This is an optimization exercise on Yosys and OpenROAD, whose aim is small area and a short achievable clock period, not a production implementation.
In this exercise RTL edits were held to simulation tests only and were not proved equivalent to the original.

==> 07-25: inputs <==
==> flow/design.v <==
`timescale 1ns/1ps
module barrel_shifter (
    input  wire [31:0] x,
    input  wire [4:0]  amt,      
    input  wire        neg_amt,  
    output wire [31:0] rot,      
    output wire [31:0] lm        
);
    wire [4:0] r = neg_amt ? (~amt + 5'd1) : amt;
    wire [31:0] s0 = r[0] ? {x[30:0],  x[31]}     : x;
    wire [31:0] s1 = r[1] ? {s0[29:0], s0[31:30]} : s0;
    wire [31:0] s2 = r[2] ? {s1[27:0], s1[31:28]} : s1;
    wire [31:0] s3 = r[3] ? {s2[23:0], s2[31:24]} : s2;
    wire [31:0] s4 = r[4] ? {s3[15:0], s3[31:16]} : s3;
    assign rot = s4;
    genvar i;
    generate for (i = 0; i < 32; i = i + 1) begin : g_m
        assign lm[i] = (i < amt);
    end endgenerate
endmodule
`timescale 1ns/1ps
module alu #(parameter WIDTH = 32) (
    input  logic [31:0] a, b,
    input  logic [1:0]  instr,
    input  logic [1:0]  alusel,
    output logic [31:0] y,
    output logic        zero, carry);
    wire [31:0] bb = b ^ {32{instr[0]}};
    wire [32:0] c;
    wire [31:0] sum;
    assign c[0] = instr[0];
    genvar i;
    generate for (i = 0; i < 32; i = i + 1) begin : g_add
        assign sum[i]   = a[i] ^ bb[i] ^ c[i];
        assign c[i+1]   = (a[i] & bb[i]) | (a[i] & c[i]) | (bb[i] & c[i]);
    end endgenerate
    assign carry = (alusel == 2'b00) & instr[1] & (a[31] ^ bb[31] ^ c[32]);
    logic [31:0] logout;
    always_comb begin
        case (instr)
            2'h0: logout = a & b;
            2'h1: logout = a | b;
            2'h2: logout = ~(a | b);
            default: logout = a ^ b;
        endcase
    end
    wire sa = a[31], sb = b[31];
    wire [31:0] N = sa ? (~a + 32'd1) : a;
    wire [31:0] D = sb ? (~b + 32'd1) : b;
    wire bz = ~|b;
    wire z16 = ~|D[31:16];
    wire [31:0] d3 = z16 ? {D[15:0], 16'b0} : D;
    wire z8 = ~|d3[31:24];
    wire [31:0] d2 = z8 ? {d3[23:0], 8'b0} : d3;
    wire z4 = ~|d2[31:28];
    wire [31:0] d1 = z4 ? {d2[27:0], 4'b0} : d2;
    wire z2 = ~|d1[31:30];
    wire [31:0] d0 = z2 ? {d1[29:0], 2'b0} : d1;
    wire z1 = ~d0[31];
    wire [31:0] Dn = z1 ? {d0[30:0], 1'b0} : d0;
    wire [4:0] s = {z16, z8, z4, z2, z1};
    wire shgrp = alusel[1];
    wire [4:0] amt = shgrp ? b[4:0] : s;
    wire [31:0] rot, lm;
    barrel_shifter bs (.x(shgrp ? a : N), .amt(amt), .neg_amt(shgrp & (instr != 2'b00)),
                       .rot(rot), .lm(lm));
    wire [31:0] hm;
    generate for (i = 0; i < 32; i = i + 1) begin : g_hm
        assign hm[i] = lm[31-i];
    end endgenerate
    logic [31:0] shout;
    always_comb begin
        case (instr)
            2'h0: shout = rot & ~lm;
            2'h1: shout = rot & ~hm;
            2'h2: shout = (rot & ~hm) | ({32{a[31]}} & hm);
            default: shout = rot;
        endcase
    end
    wire [31:0] Yhi = rot & lm;
    wire [31:0] Ylo = rot & ~lm;
    wire isdiv = instr[0];
    wire [31:0] X = isdiv ? Dn : a;
    wire Xext = ~isdiv & a[31];
    wire [33:0] Xf = {Xext, Xext, X};
    wire [33:0] S [0:32];
    wire [33:0] C [0:32];
    wire [31:0] pd, md;             
    wire [29:0] e1, e2, e3, a33;    
    assign S[32] = isdiv ? {2'b00, Yhi} : 34'd0;
    assign C[32] = 34'd0;
    wire [33:0] Xn = ~Xf;
    genvar k, j;
    generate for (k = 31; k >= 0; k = k - 1) begin : g_row
        wire [33:0] sp = S[k+1], cp = C[k+1];
        wire inv, pos;
        if (k == 31) begin : g_first
            assign inv = isdiv | b[31];
            assign pos = 1'b0;
        end else begin : g_rest
            srt_sel u_sel (.s(sp[33:30]), .c(cp[33:30]), .isdiv(isdiv), .bk(b[k]),
                           .inv(inv), .pos(pos));
        end
        assign pd[k] = inv;
        assign md[k] = pos;
        wire [33:0] xv = {sp[32:0], isdiv & Ylo[k]};
        wire [33:0] yv = {cp[32:0], inv};
        wire [33:0] cf;
        if (k == 31) begin : g_half
            wire [33:0] add = ({34{inv}} & Xn) | ({34{pos}} & Xf);
            assign S[k] = xv ^ yv ^ add;
            assign cf = (xv & yv) | (xv & add) | (yv & add);
        end else begin : g_full
            for (j = 0; j < 34; j = j + 1) begin : g_c
                srt_cell u_c (.x(xv[j]), .y(yv[j]), .xp(Xf[j]), .xn(Xn[j]), .inv(inv), .pos(pos),
                              .s(S[k][j]), .co(cf[j]));
            end
        end
        assign C[k] = {cf[32:0], 1'b0};
        if (k < 30) begin : g_esc
            assign e1[k] = sp[33];
            assign e2[k] = cp[33];
            assign e3[k] = cf[33];
            assign a33[k] = (inv & Xn[33]) | (pos & Xf[33]);
        end
    end endgenerate
    wire [34:0] L = {1'b0, S[0]} + {1'b0, C[0]};
    wire [29:0] hs = e1 + e2 + e3 - a33;
    wire [31:0] mulhi = {hs, 2'b00} + {29'd0, L[34:32]};
    wire neg = L[33];
    wire [31:0] Q = pd - md - {31'd0, neg};
    wire [31:0] R = L[31:0] + (neg ? Dn : 32'd0);
    wire [31:0] Rm = R >> s;
    wire [31:0] quo = bz ? 32'hFFFFFFFF : ((sa ^ sb) ? (~Q + 32'd1) : Q);
    wire [31:0] rem = bz ? a : (sa ? (~Rm + 32'd1) : Rm);
    wire [31:0] mdout = instr[0] ? (instr[1] ? quo : rem) : (instr[1] ? mulhi : L[31:0]);
    always_comb begin
        case (alusel)
            2'b00: y = sum;
            2'b01: y = mdout;
            2'b10: y = logout;
            default: y = shout;
        endcase
        zero = ~|y;
    end
endmodule
module srt_cell (input x, y, xp, xn, inv, pos, output s, co);
    wire add;
    srt_add u_a (.xp(xp), .xn(xn), .inv(inv), .pos(pos), .add(add));
    srt_fa  u_f (.a(x), .b(y), .c(add), .s(s), .co(co));
endmodule
module srt_add (input xp, xn, inv, pos, output add);
    assign add = (inv & xn) | (pos & xp);
endmodule
module srt_fa (input a, b, c, output s, co);
    assign s  = a ^ b ^ c;
    assign co = (a & b) | (a & c) | (b & c);
endmodule
module srt_sel (input [3:0] s, c, input isdiv, bk, output inv, pos);
    wire [3:0] est = s + c;
    assign inv = isdiv & ~est[3];
    assign pos = isdiv ? (est[3] & ~(&est[2:0])) : bk;
endmodule
`timescale 1ns/1ps
module alu_top (
    input  wire        clk,
    input  wire [31:0] a,
    input  wire [31:0] b,
    input  wire [1:0]  instr,
    input  wire [1:0]  alusel,
    output reg  [31:0] y,
    output reg         zero,
    output reg         carry
);
    reg [31:0] a_r, b_r;
    reg [1:0]  instr_r, alusel_r;
    wire [31:0] y_c;
    wire        zero_c, carry_c;
    always @(posedge clk) begin
        a_r      <= a;
        b_r      <= b;
        instr_r  <= instr;
        alusel_r <= alusel;
        y        <= y_c;
        zero     <= zero_c;
        carry    <= carry_c;
    end
    alu #(32) u_alu (
        .a(a_r), .b(b_r), .instr(instr_r), .alusel(alusel_r),
        .y(y_c), .zero(zero_c), .carry(carry_c)
    );
endmodule
==> flow/run.sh <==
#!/bin/bash
# synth_recipe.tcl (not shown) runs the flow's synth.tcl, then flattens the netlist and writes it again
# the make line also repeats each setting of config.mk as NAME=value (left out here)
make -C /OpenROAD-flow-scripts/flow DESIGN_CONFIG=/design/flow/config.mk WORK_HOME=/design/flow/orfs CLKGATE_MAP_FILE= SYNTH_SCRIPT=/design/flow/synth_recipe.tcl finish
==> flow/config.mk <==
export PLATFORM = sky130hd
export DESIGN_NAME = alu_top
export DESIGN_NICKNAME = alu_top
export VERILOG_FILES = /design/flow/design.v
export SDC_FILE = /design/flow/constraint.sdc
export NUM_CORES = 4
export LEC_CHECK = 0
export ABC_CLOCK_PERIOD_IN_PS = 50000
export CAP_MARGIN = 30
export CORE_MARGIN = 2
export CORE_UTILIZATION = 60
export CTS_BUF_LIST = sky130_fd_sc_hd__clkbuf_8 sky130_fd_sc_hd__clkbuf_16
export CTS_CLUSTER_DIAMETER = 60
export CTS_CLUSTER_SIZE = 10
export SLEW_MARGIN = 20
export SYNTH_HIERARCHICAL = 1
==> flow/constraint.sdc <==
create_clock -name core_clock -period 100.0 [get_ports {clk}]
set_input_delay 20.0000 -clock core_clock [delete_from_list [all_inputs] [get_ports {clk}]]
set_output_delay 20.0000 -clock core_clock [all_outputs]
set_load 0.01 [all_outputs]
==> 10-16 (differences from 07-25) <==
--- a/flow/design.v
+++ b/flow/design.v
@@ -3,4 +3,4 @@
     input  wire [31:0] x,
+    input  wire [4:0]  r,        
     input  wire [4:0]  amt,      
-    input  wire        neg_amt,  
     output wire [31:0] rot,      
@@ -8,9 +8,8 @@
 );
-    wire [4:0] r = neg_amt ? (~amt + 5'd1) : amt;
-    wire [31:0] s0 = r[0] ? {x[30:0],  x[31]}     : x;
-    wire [31:0] s1 = r[1] ? {s0[29:0], s0[31:30]} : s0;
-    wire [31:0] s2 = r[2] ? {s1[27:0], s1[31:28]} : s1;
-    wire [31:0] s3 = r[3] ? {s2[23:0], s2[31:24]} : s2;
-    wire [31:0] s4 = r[4] ? {s3[15:0], s3[31:16]} : s3;
-    assign rot = s4;
+    wire [31:0] s4 = r[4] ? {x[15:0],  x[31:16]}  : x;
+    wire [31:0] s3 = r[3] ? {s4[23:0], s4[31:24]} : s4;
+    wire [31:0] s2 = r[2] ? {s3[27:0], s3[31:28]} : s3;
+    wire [31:0] s1 = r[1] ? {s2[29:0], s2[31:30]} : s2;
+    wire [31:0] s0 = r[0] ? {s1[30:0], s1[31]}    : s1;
+    assign rot = s0;
     genvar i;
@@ -50,17 +49,14 @@
     wire bz = ~|b;
-    wire z16 = ~|D[31:16];
-    wire [31:0] d3 = z16 ? {D[15:0], 16'b0} : D;
-    wire z8 = ~|d3[31:24];
-    wire [31:0] d2 = z8 ? {d3[23:0], 8'b0} : d3;
-    wire z4 = ~|d2[31:28];
-    wire [31:0] d1 = z4 ? {d2[27:0], 4'b0} : d2;
-    wire z2 = ~|d1[31:30];
-    wire [31:0] d0 = z2 ? {d1[29:0], 2'b0} : d1;
-    wire z1 = ~d0[31];
-    wire [31:0] Dn = z1 ? {d0[30:0], 1'b0} : d0;
-    wire [4:0] s = {z16, z8, z4, z2, z1};
+    wire [4:0] s;
+    lzc32 u_lzc (.d(D), .n(s));
+    wire [31:0] d3 = s[4] ? {D[15:0], 16'b0} : D;
+    wire [31:0] d2 = s[3] ? {d3[23:0], 8'b0} : d3;
+    wire [31:0] d1 = s[2] ? {d2[27:0], 4'b0} : d2;
+    wire [31:0] d0 = s[1] ? {d1[29:0], 2'b0} : d1;
+    wire [31:0] Dn = s[0] ? {d0[30:0], 1'b0} : d0;
     wire shgrp = alusel[1];
     wire [4:0] amt = shgrp ? b[4:0] : s;
+    wire [4:0] rsh = (instr != 2'b00) ? (~b[4:0] + 5'd1) : b[4:0];
     wire [31:0] rot, lm;
-    barrel_shifter bs (.x(shgrp ? a : N), .amt(amt), .neg_amt(shgrp & (instr != 2'b00)),
+    barrel_shifter bs (.x(shgrp ? a : N), .r(shgrp ? rsh : s), .amt(amt),
                        .rot(rot), .lm(lm));
@@ -95,3 +91,3 @@
         wire [33:0] sp = S[k+1], cp = C[k+1];
-        wire inv, pos;
+        wire inv, pos, inv_t, pos_t;
         if (k == 31) begin : g_first
@@ -99,5 +95,10 @@
             assign pos = 1'b0;
+            assign inv_t = inv;
+            assign pos_t = pos;
         end else begin : g_rest
-            srt_sel u_sel (.s(sp[33:30]), .c(cp[33:30]), .isdiv(isdiv), .bk(b[k]),
-                           .inv(inv), .pos(pos));
+            wire [3:0] p;
+            wire [2:0] g;
+            srt_pg  u_pg (.s(sp[33:30]), .c(cp[33:30]), .p(p), .g(g));
+            srt_dig u_d  (.p(p), .g(g), .isdiv(isdiv), .bk(b[k]), .inv(inv), .pos(pos));
+            srt_dig u_dt (.p(p), .g(g), .isdiv(isdiv), .bk(b[k]), .inv(inv_t), .pos(pos_t));
         end
@@ -114,4 +115,10 @@
             for (j = 0; j < 34; j = j + 1) begin : g_c
-                srt_cell u_c (.x(xv[j]), .y(yv[j]), .xp(Xf[j]), .xn(Xn[j]), .inv(inv), .pos(pos),
-                              .s(S[k][j]), .co(cf[j]));
+                if (j >= 29) begin : g_t
+                    srt_cellf u_c (.x(xv[j]), .y(yv[j]), .xp(Xf[j]), .xn(Xn[j]),
+                                   .inv(inv_t), .pos(pos_t), .s(S[k][j]), .co(cf[j]));
+                end else begin : g_b
+                    srt_cell u_c (.x(xv[j]), .y(yv[j]), .xp(Xf[j]), .xn(Xn[j]),
+                                  .inv(j >= 28 ? inv_t : inv), .pos(j >= 28 ? pos_t : pos),
+                                  .s(S[k][j]), .co(cf[j]));
+                end
             end
@@ -127,4 +134,4 @@
     wire [34:0] L = {1'b0, S[0]} + {1'b0, C[0]};
-    wire [29:0] hs = e1 + e2 + e3 - a33;
-    wire [31:0] mulhi = {hs, 2'b00} + {29'd0, L[34:32]};
+    wire [31:0] mulhi;
+    mul_high u_mh (.e1(e1), .e2(e2), .e3(e3), .a33(a33), .Lh(L[34:32]), .mulhi(mulhi));
     wire neg = L[33];
@@ -136,2 +143,5 @@
     wire [31:0] mdout = instr[0] ? (instr[1] ? quo : rem) : (instr[1] ? mulhi : L[31:0]);
+    wire zq = bz ? 1'b0 : ~|Q;
+    wire zr = bz ? ~|a : ~|R;
+    wire zmd = instr[0] ? (instr[1] ? zq : zr) : (instr[1] ? ~|mulhi : ~|L[31:0]);
     always_comb begin
@@ -143,3 +153,8 @@
         endcase
-        zero = ~|y;
+        case (alusel)
+            2'b00: zero = ~|sum;
+            2'b01: zero = zmd;
+            2'b10: zero = ~|logout;
+            default: zero = ~|shout;
+        endcase
     end
@@ -151,2 +166,16 @@
 endmodule
+module srt_cellf (input x, y, xp, xn, inv, pos, output s, co);
+    wire add, p, g;
+    srt_add u_a (.xp(xp), .xn(xn), .inv(inv), .pos(pos), .add(add));
+    srt_hpg u_h (.x(x), .y(y), .p(p), .g(g));
+    srt_fin u_f (.p(p), .g(g), .add(add), .s(s), .co(co));
+endmodule
+module srt_hpg (input x, y, output p, g);
+    assign p = x ^ y;
+    assign g = x & y;
+endmodule
+module srt_fin (input p, g, add, output s, co);
+    assign s  = p ^ add;
+    assign co = g | (p & add);
+endmodule
 module srt_add (input xp, xn, inv, pos, output add);
@@ -158,6 +187,49 @@
 endmodule
-module srt_sel (input [3:0] s, c, input isdiv, bk, output inv, pos);
-    wire [3:0] est = s + c;
-    assign inv = isdiv & ~est[3];
-    assign pos = isdiv ? (est[3] & ~(&est[2:0])) : bk;
+module srt_pg (input [3:0] s, c, output [3:0] p, output [2:0] g);
+    assign p = s ^ c;
+    assign g = s[2:0] & c[2:0];
+endmodule
+module srt_dig (input [3:0] p, input [2:0] g, input isdiv, bk, output inv, pos);
+    wire g3 = g[2] | (p[2] & g[1]) | (p[2] & p[1] & g[0]);
+    wire e3 = p[3] ^ g3;
+    assign inv = isdiv & ~e3;
+    assign pos = isdiv ? (e3 & ~(&p[2:0])) : bk;
+endmodule
+module mul_high (input [29:0] e1, e2, e3, a33, input [2:0] Lh, output [31:0] mulhi);
+    wire [29:0] s1, c1, s2, c2;
+    genvar i;
+    generate for (i = 0; i < 30; i = i + 1) begin : g
+        srt_fa u1 (.a(e1[i]), .b(e2[i]), .c(e3[i]), .s(s1[i]), .co(c1[i]));
+        srt_fa u2 (.a(s1[i]), .b(i == 0 ? 1'b1 : c1[i-1]), .c(~a33[i]), .s(s2[i]), .co(c2[i]));
+    end endgenerate
+    wire [29:0] h = s2 + {c2[28:0], Lh[2]};
+    assign mulhi = {h, Lh[1:0]};
+endmodule
+module lzc32 (input [31:0] d, output [4:0] n);
+    wire [15:0] v1;
+    wire [15:0] c1;           
+    genvar i;
+    generate for (i = 0; i < 16; i = i + 1) begin : g1
+        assign v1[i] = d[2*i+1] | d[2*i];
+        assign c1[i] = ~d[2*i+1];
+    end endgenerate
+    wire [7:0] v2;
+    wire [15:0] c2;           
+    generate for (i = 0; i < 8; i = i + 1) begin : g2
+        assign v2[i] = v1[2*i+1] | v1[2*i];
+        assign c2[2*i+1 -: 2] = v1[2*i+1] ? {1'b0, c1[2*i+1]} : {1'b1, c1[2*i]};
+    end endgenerate
+    wire [3:0] v3;
+    wire [11:0] c3;           
+    generate for (i = 0; i < 4; i = i + 1) begin : g3
+        assign v3[i] = v2[2*i+1] | v2[2*i];
+        assign c3[3*i+2 -: 3] = v2[2*i+1] ? {1'b0, c2[4*i+3 -: 2]} : {1'b1, c2[4*i+1 -: 2]};
+    end endgenerate
+    wire [1:0] v4;
+    wire [7:0] c4;            
+    generate for (i = 0; i < 2; i = i + 1) begin : g4
+        assign v4[i] = v3[2*i+1] | v3[2*i];
+        assign c4[4*i+3 -: 4] = v3[2*i+1] ? {1'b0, c3[6*i+5 -: 3]} : {1'b1, c3[6*i+2 -: 3]};
+    end endgenerate
+    assign n = v4[1] ? {1'b0, c4[7:4]} : {1'b1, c4[3:0]};
 endmodule
- ABC_AREA: not set -> 1
==> 06-22 (differences from 07-25) <==
--- a/flow/design.v
+++ b/flow/design.v
@@ -91,13 +91,15 @@
     assign C[32] = 34'd0;
-    wire [33:0] Xn = ~Xf;
-    genvar k, j;
+    genvar k;
     generate for (k = 31; k >= 0; k = k - 1) begin : g_row
         wire [33:0] sp = S[k+1], cp = C[k+1];
+        wire [3:0] est = sp[33:30] + cp[33:30];
+        wire dinv = ~est[3];
+        wire dpos = est[3] & ~(&est[2:0]);
         wire inv, pos;
         if (k == 31) begin : g_first
-            assign inv = isdiv | b[31];
-            assign pos = 1'b0;
+            assign inv = isdiv ? dinv : b[31];
+            assign pos = isdiv & dpos;
         end else begin : g_rest
-            srt_sel u_sel (.s(sp[33:30]), .c(cp[33:30]), .isdiv(isdiv), .bk(b[k]),
-                           .inv(inv), .pos(pos));
+            assign inv = isdiv & dinv;
+            assign pos = isdiv ? dpos : b[k];
         end
@@ -105,2 +107,3 @@
         assign md[k] = pos;
+        wire [33:0] add = ({34{inv}} & ~Xf) | ({34{pos}} & Xf);
         wire [33:0] xv = {sp[32:0], isdiv & Ylo[k]};
@@ -108,12 +111,4 @@
         wire [33:0] cf;
-        if (k == 31) begin : g_half
-            wire [33:0] add = ({34{inv}} & Xn) | ({34{pos}} & Xf);
-            assign S[k] = xv ^ yv ^ add;
-            assign cf = (xv & yv) | (xv & add) | (yv & add);
-        end else begin : g_full
-            for (j = 0; j < 34; j = j + 1) begin : g_c
-                srt_cell u_c (.x(xv[j]), .y(yv[j]), .xp(Xf[j]), .xn(Xn[j]), .inv(inv), .pos(pos),
-                              .s(S[k][j]), .co(cf[j]));
-            end
-        end
+        assign S[k] = xv ^ yv ^ add;
+        assign cf = (xv & yv) | (xv & add) | (yv & add);
         assign C[k] = {cf[32:0], 1'b0};
@@ -123,3 +118,3 @@
             assign e3[k] = cf[33];
-            assign a33[k] = (inv & Xn[33]) | (pos & Xf[33]);
+            assign a33[k] = add[33];
         end
@@ -145,19 +140,2 @@
     end
-endmodule
-module srt_cell (input x, y, xp, xn, inv, pos, output s, co);
-    wire add;
-    srt_add u_a (.xp(xp), .xn(xn), .inv(inv), .pos(pos), .add(add));
-    srt_fa  u_f (.a(x), .b(y), .c(add), .s(s), .co(co));
-endmodule
-module srt_add (input xp, xn, inv, pos, output add);
-    assign add = (inv & xn) | (pos & xp);
-endmodule
-module srt_fa (input a, b, c, output s, co);
-    assign s  = a ^ b ^ c;
-    assign co = (a & b) | (a & c) | (b & c);
-endmodule
-module srt_sel (input [3:0] s, c, input isdiv, bk, output inv, pos);
-    wire [3:0] est = s + c;
-    assign inv = isdiv & ~est[3];
-    assign pos = isdiv ? (est[3] & ~(&est[2:0])) : bk;
 endmodule
- SYNTH_HIERARCHICAL: 1 -> not set
==> summary of the runs <==
07-25 went through all stages and came out clean. 06-22 finished with timing, DRC and antenna clean. 10-16 went through all stages and came out clean.
Between 07-25 and 10-16, the lower global-route usage is in 10-16 (gap 3.4 points).
The highest non-clock buffer count belongs to 06-22, the lowest to 10-16.
The lowest critical path depth belongs to 07-25, the highest to 06-22.
Between 10-16 and 07-25, the lower clock skew is in 10-16 (gap 0.0081 ns).
The lowest first-iteration DRC count belongs to 07-25, the highest to 10-16.
Setup slack, lowest first: 06-22, 07-25, 10-16.

==> static timing again, ports no longer ideal <==
How much do the figures lean on ideal ports? The routed layouts below were timed once more, with nothing changed but the port constraints. Step 1 sets driving cells, clkbuf_16 on the clock port and buf_2 on the other inputs (assumed; they add their load-dependent delay and slew). Step 2 times the ports against the registers' clock, not the clock port: input delays grow and output delays shrink by t, the midpoint of the rising clock arrivals with the driver on. Slacks: no drivers / after step 1 / after step 2; pairs: no drivers / after step 1.
run	shift t [ns]	slack for setup (ns)	latest minus earliest clock arrival (ns)	worst data-port slew with drivers (ns)
07-25	0.512	10.236 / 10.236 / 10.236	0.038 / 0.038	0.18
10-16	0.428	39.337 / 39.337 / 39.337	0.028 / 0.028	0.11
06-22	0.447	4.518 / 4.518 / 4.518	0.040 / 0.040	0.08
After both steps every run listed still meets setup and hold.
